This is an optimization exercise on Yosys and OpenROAD, whose aim is small area, not a production implementation. The RTL was checked by simulation tests, not by an equivalence proof against the original design. The clock port is modelled as an ideal driver, which makes a skipped or thinned clock tree look cheaper than it is; a real chip needs a root buffer or a tree. No activity file was given, so power comes from the tool's default toggle rates.

Setup of juniper:
## top_park
module top_park(
    input clk_50MHz,
    input reset,
    input [4:0] token_input,   
    input entry_sensor,
    input exit_sensor,
    input entry_btn_raw,       
    input exit_btn_raw,        
    output [6:0] HEX0, HEX1, HEX2, HEX3, HEX4, HEX5,   
    output reg [3:0] state,        
    output reg [4:0] token_code    
);
localparam S_0 = 7'b1000000, S_1 = 7'b1111001, S_2 = 7'b0100100, S_9 = 7'b0010000,
           S_P = 7'b0001100, S_R = 7'b0101111, S_E = 7'b0000110, S_S = 7'b0010010,
           S_O = 7'b1000000, S_N = 7'b0101011, S_C = 7'b1000110, S_L = 7'b1000111,
           S_T = 7'b0000111, S_BLANK = 7'b1111111;
reg [3:0] div;
wire tick = (div == 4'b1101);                      
always @(posedge clk_50MHz or posedge reset)
    if (reset) div <= 4'd0;
    else       div <= {div[2:0], div[3] ^ div[2] ^ ~|div[2:0]};
wire s3 = state[3], s2 = state[2], s1 = state[1], s0 = state[0];
wire st_entry  = ~s2 & ~s1 &  s0;
wire st_token  = ~s2 &  s1 & ~s0;
reg btn_low;
wire btn_raw = s2 ? exit_btn_raw : entry_btn_raw;
always @(posedge clk_50MHz)
    btn_low <= (btn_low | ~(div[2] | div[0])) & (~btn_raw | (div[2] & div[1]));
reg [2:0]  timer;             
reg [3:0]  slots_q;           
reg [4:0]  lfsr;
reg [4:0]  wr_tok;            
wire car_in  = ~entry_sensor;
wire car_out = ~exit_sensor;
wire exit_go = btn_low & car_out;
wire [3:0] q = slots_q;
wire seg_u0 = ~q[2] & ~q[1];
wire seg_u1 = ~q[3] & q[2] & ~q[0];
wire seg_u2 = q[2] & q[0];
wire seg_u3 = q[3] & ~q[1] | ~q[3] & ~q[2] & ~q[0];
  ...
Size: roughly 310 cells after synthesis, roughly 63 flip-flops.
Settings: LEC_CHECK=0, ABC_AREA=1, CAP_MARGIN=20, CORE_MARGIN=2, CORE_UTILIZATION=40, SLEW_MARGIN=20; clock period 10.0 ns.
standard.sh (not shown) runs the stock make flow with config.mk's settings and CLKGATE_MAP_FILE= SYNTH_SCRIPT=/design/flow/synth_recipe.tcl, a recipe that flattens the netlist after the stock synthesis.
==> flow/flow/run.sh <==
#!/bin/bash
# Own layout flow: the standard ORFS flow (standard.sh) with
#  - synthesis: synth_recipe.tcl unchanged except the ABC mapping step, which
#    maps with each area-oriented script in seeds.txt (four at a time) and
#    keeps the smallest result (ABC only maps combinational logic; registers
#    are untouched);
#  - no adder extraction (ADDER_MAP_FILE empty), left to ABC;
#  - the smallest buffer (buf_1) for the port buffers;
#  - a one-level clock distribution (manual_cts.tcl, run as the PRE_CTS hook)
#    of four clkbuf_8 in place of TritonCTS's two-level H-tree.
# Each tool's full output goes to a log file in the work folder.
set -euo pipefail
W=$(pwd)
F=$W/flow

{
  head -1 $W/synth_recipe.tcl
  echo "source $F/parallel_abc.tcl"
  tail -n +2 $W/synth_recipe.tcl
} > $W/area_synth.tcl

ARGS=(
  SYNTH_SCRIPT=$W/area_synth.tcl
  FLOW_FLOW_DIR=$F
  FLOW_ABC_DIR=$W/abc_runs
  ADDER_MAP_FILE=
  "BUFFER_PORTS_ARGS=-buffer_cell sky130_fd_sc_hd__buf_1"
  PRE_CTS_TCL=$F/manual_cts.tcl
  FLOW_CTS_CELL=sky130_fd_sc_hd__clkbuf_8
  FLOW_CTS_GROUPS=4
)

bash $W/standard.sh "${ARGS[@]}" synth > $W/flow_synth.log 2>&1
bash $W/standard.sh "${ARGS[@]}" finish > $W/flow_finish.log 2>&1
Other scripts of this flow, unchanged in this note and not shown: flow/flow/manual_cts.tcl, flow/flow/parallel_abc.tcl, flow/flow/seeds.txt
juniper closes out successfully: all stages finished, all timing, DRC and antenna checks passed.
Modified inputs, fjord compared to juniper
--- a/flow/design.v
+++ b/flow/design.v
@@ -12,24 +12,27 @@
 );
 localparam S_0 = 7'b1000000, S_1 = 7'b1111001, S_2 = 7'b0100100, S_9 = 7'b0010000,
            S_P = 7'b0001100, S_R = 7'b0101111, S_E = 7'b0000110, S_S = 7'b0010010,
            S_O = 7'b1000000, S_N = 7'b0101011, S_C = 7'b1000110, S_L = 7'b1000111,
            S_T = 7'b0000111, S_BLANK = 7'b1111111;
 reg [3:0] div;
 wire tick = (div == 4'b1101);                      
 always @(posedge clk_50MHz or posedge reset)
     if (reset) div <= 4'd0;
     else       div <= {div[2:0], div[3] ^ div[2] ^ ~|div[2:0]};
 wire s3 = state[3], s2 = state[2], s1 = state[1], s0 = state[0];
+wire st_wait   = ~s3 & ~s2 & ~s1 & ~s0;
 wire st_entry  = ~s2 & ~s1 &  s0;
 wire st_token  = ~s2 &  s1 & ~s0;
+wire st_close_e =  s2 & ~s1 & ~s0;
+wire st_exit   =  s2 & ~s1 &  s0;
 reg btn_low;
 wire btn_raw = s2 ? exit_btn_raw : entry_btn_raw;
 always @(posedge clk_50MHz)
     btn_low <= (btn_low | ~(div[2] | div[0])) & (~btn_raw | (div[2] & div[1]));
 reg [2:0]  timer;             
 reg [3:0]  slots_q;           
 reg [4:0]  lfsr;
 reg [4:0]  wr_tok;            
 wire car_in  = ~entry_sensor;
 wire car_out = ~exit_sensor;
 wire exit_go = btn_low & car_out;
@@ -50,34 +53,37 @@
 wire seg_a6 = q[0];
 wire u_zero = q[3] & q[2];
 wire u_full = q[3] & q[0];
 wire q_inc0 = ~q[3] & ~q[2];
 wire q_dec0 = q[3] & q[1];
 wire q_inc1 = ~q[3];
 wire q_dec1 = ~q[2];
 wire q_inc2 = ~q[1];
 wire q_dec2 = q[1] & ~q[0] | ~q[3] & ~q[2] & ~q[1];
 wire q_inc3 = q[0] | q[3] & ~q[2] & q[1];
 wire q_dec3 = ~q[1];
+wire st_open_x = s2 & s1 & ~s0;
 reg [15:0] ring0, ring1;
-wire head = &(wr_tok[3:0] ^ div) & s2 & ~s0;
-wire wr0 = head & ~wr_tok[4];
-wire wr1 = head &  wr_tok[4];
+wire head = &(wr_tok[3:0] ^ div);
 wire tok_clear = u_zero & ~s2;
+wire set0 = st_close_e & head & ~wr_tok[4];
+wire set1 = st_close_e & head &  wr_tok[4];
+wire clr0 = st_open_x & head & ~wr_tok[4];
+wire clr1 = st_open_x & head &  wr_tok[4];
 always @(posedge clk_50MHz) begin
-    ring0 <= {ring0[14:0], wr0 ? ~s1 : ring0[15] & ~tok_clear};
-    ring1 <= {ring1[14:0], wr1 ? ~s1 : ring1[15] & ~tok_clear};
+    ring0 <= {ring0[14:0], ~tok_clear & (set0 | ring0[15] & ~clr0)};
+    ring1 <= {ring1[14:0], ~tok_clear & (set1 | ring1[15] & ~clr1)};
 end
 wire [4:0] addr = s0 ? token_input : lfsr;        
 always @(posedge clk_50MHz)
-    if (s2 ~^ s0) wr_tok <= addr;
+    if (st_token | st_exit) wr_tok <= addr;
 wire [31:0] tok_vec;
 genvar g;
 localparam [63:0] PLACE_AT_TICK = {4'd6, 4'd5, 4'd4, 4'd1, 4'd3, 4'd13, 4'd0, 4'd11, 4'd7, 4'd2, 4'd14, 4'd12, 4'd8, 4'd15, 4'd9, 4'd10};
 generate for (g = 0; g < 16; g = g + 1) begin : tv
     if (g == 0) assign tok_vec[0] = 1'b0;          
     else        assign tok_vec[g] = ring0[PLACE_AT_TICK[4*g +: 4]];
     assign tok_vec[g + 16] = ring1[PLACE_AT_TICK[4*g +: 4]];
 end endgenerate
 wire hit = tok_vec[addr];
 reg done;
 always @(*) begin
==> results.txt <==
Run comparison: juniper highest-delay cell along the critical path sky130_fd_sc_hd__a2111oi_0; fjord highest-delay cell along the critical path sky130_fd_sc_hd__nor2_1
Summary: pre-CTS worst setup slack, fjord worse than juniper
Looking at most utilized layer in the global route result, the met1 result is from fjord; the met2 one comes from juniper.
Diff juniper -> fjord: mean post-synth cell area dropped 1.9%, internal power component climbed 0.021 mW, proportion of total power due to net switching climbed 7.0 points, total power climbed 17%, total length of routed wires dropped 1.2%.
No run of this note takes its clock network from TritonCTS; it comes from the design's own scripts or RTL.

-- re-timing with driven ports --
The flow's constraints put no driver on any port. The routed layouts listed below were extracted and timed again, unchanged, in two steps.
Step 1 sets driving cells, clkbuf_16 on the clock port and buf_2 on the other inputs (assumed; they add their load-dependent delay and slew).
Step 2, shift: input delay + t, output delay - t, t = (earliest + latest rising clock arrival at the registers) / 2. This alone moves slack from input paths to output paths.
a / b / c = ideal / step 1 / step 2; a / b = the first two.
run	t, ns	setup slack, ns	hold slack, ns	latest minus earliest clock arrival (ns)
juniper	0.200	5.095 / 5.107 / 4.927	0.335 / 0.335 / 0.335	0.020 / 0.020
fjord	0.206	4.549 / 4.588 / 4.382	0.338 / 0.338 / 0.338	0.010 / 0.009
After both steps setup and hold are still met in every run listed. The setup slack of juniper, which loses most, moves by +0.012 ns with the drivers and by -0.168 ns with both steps.
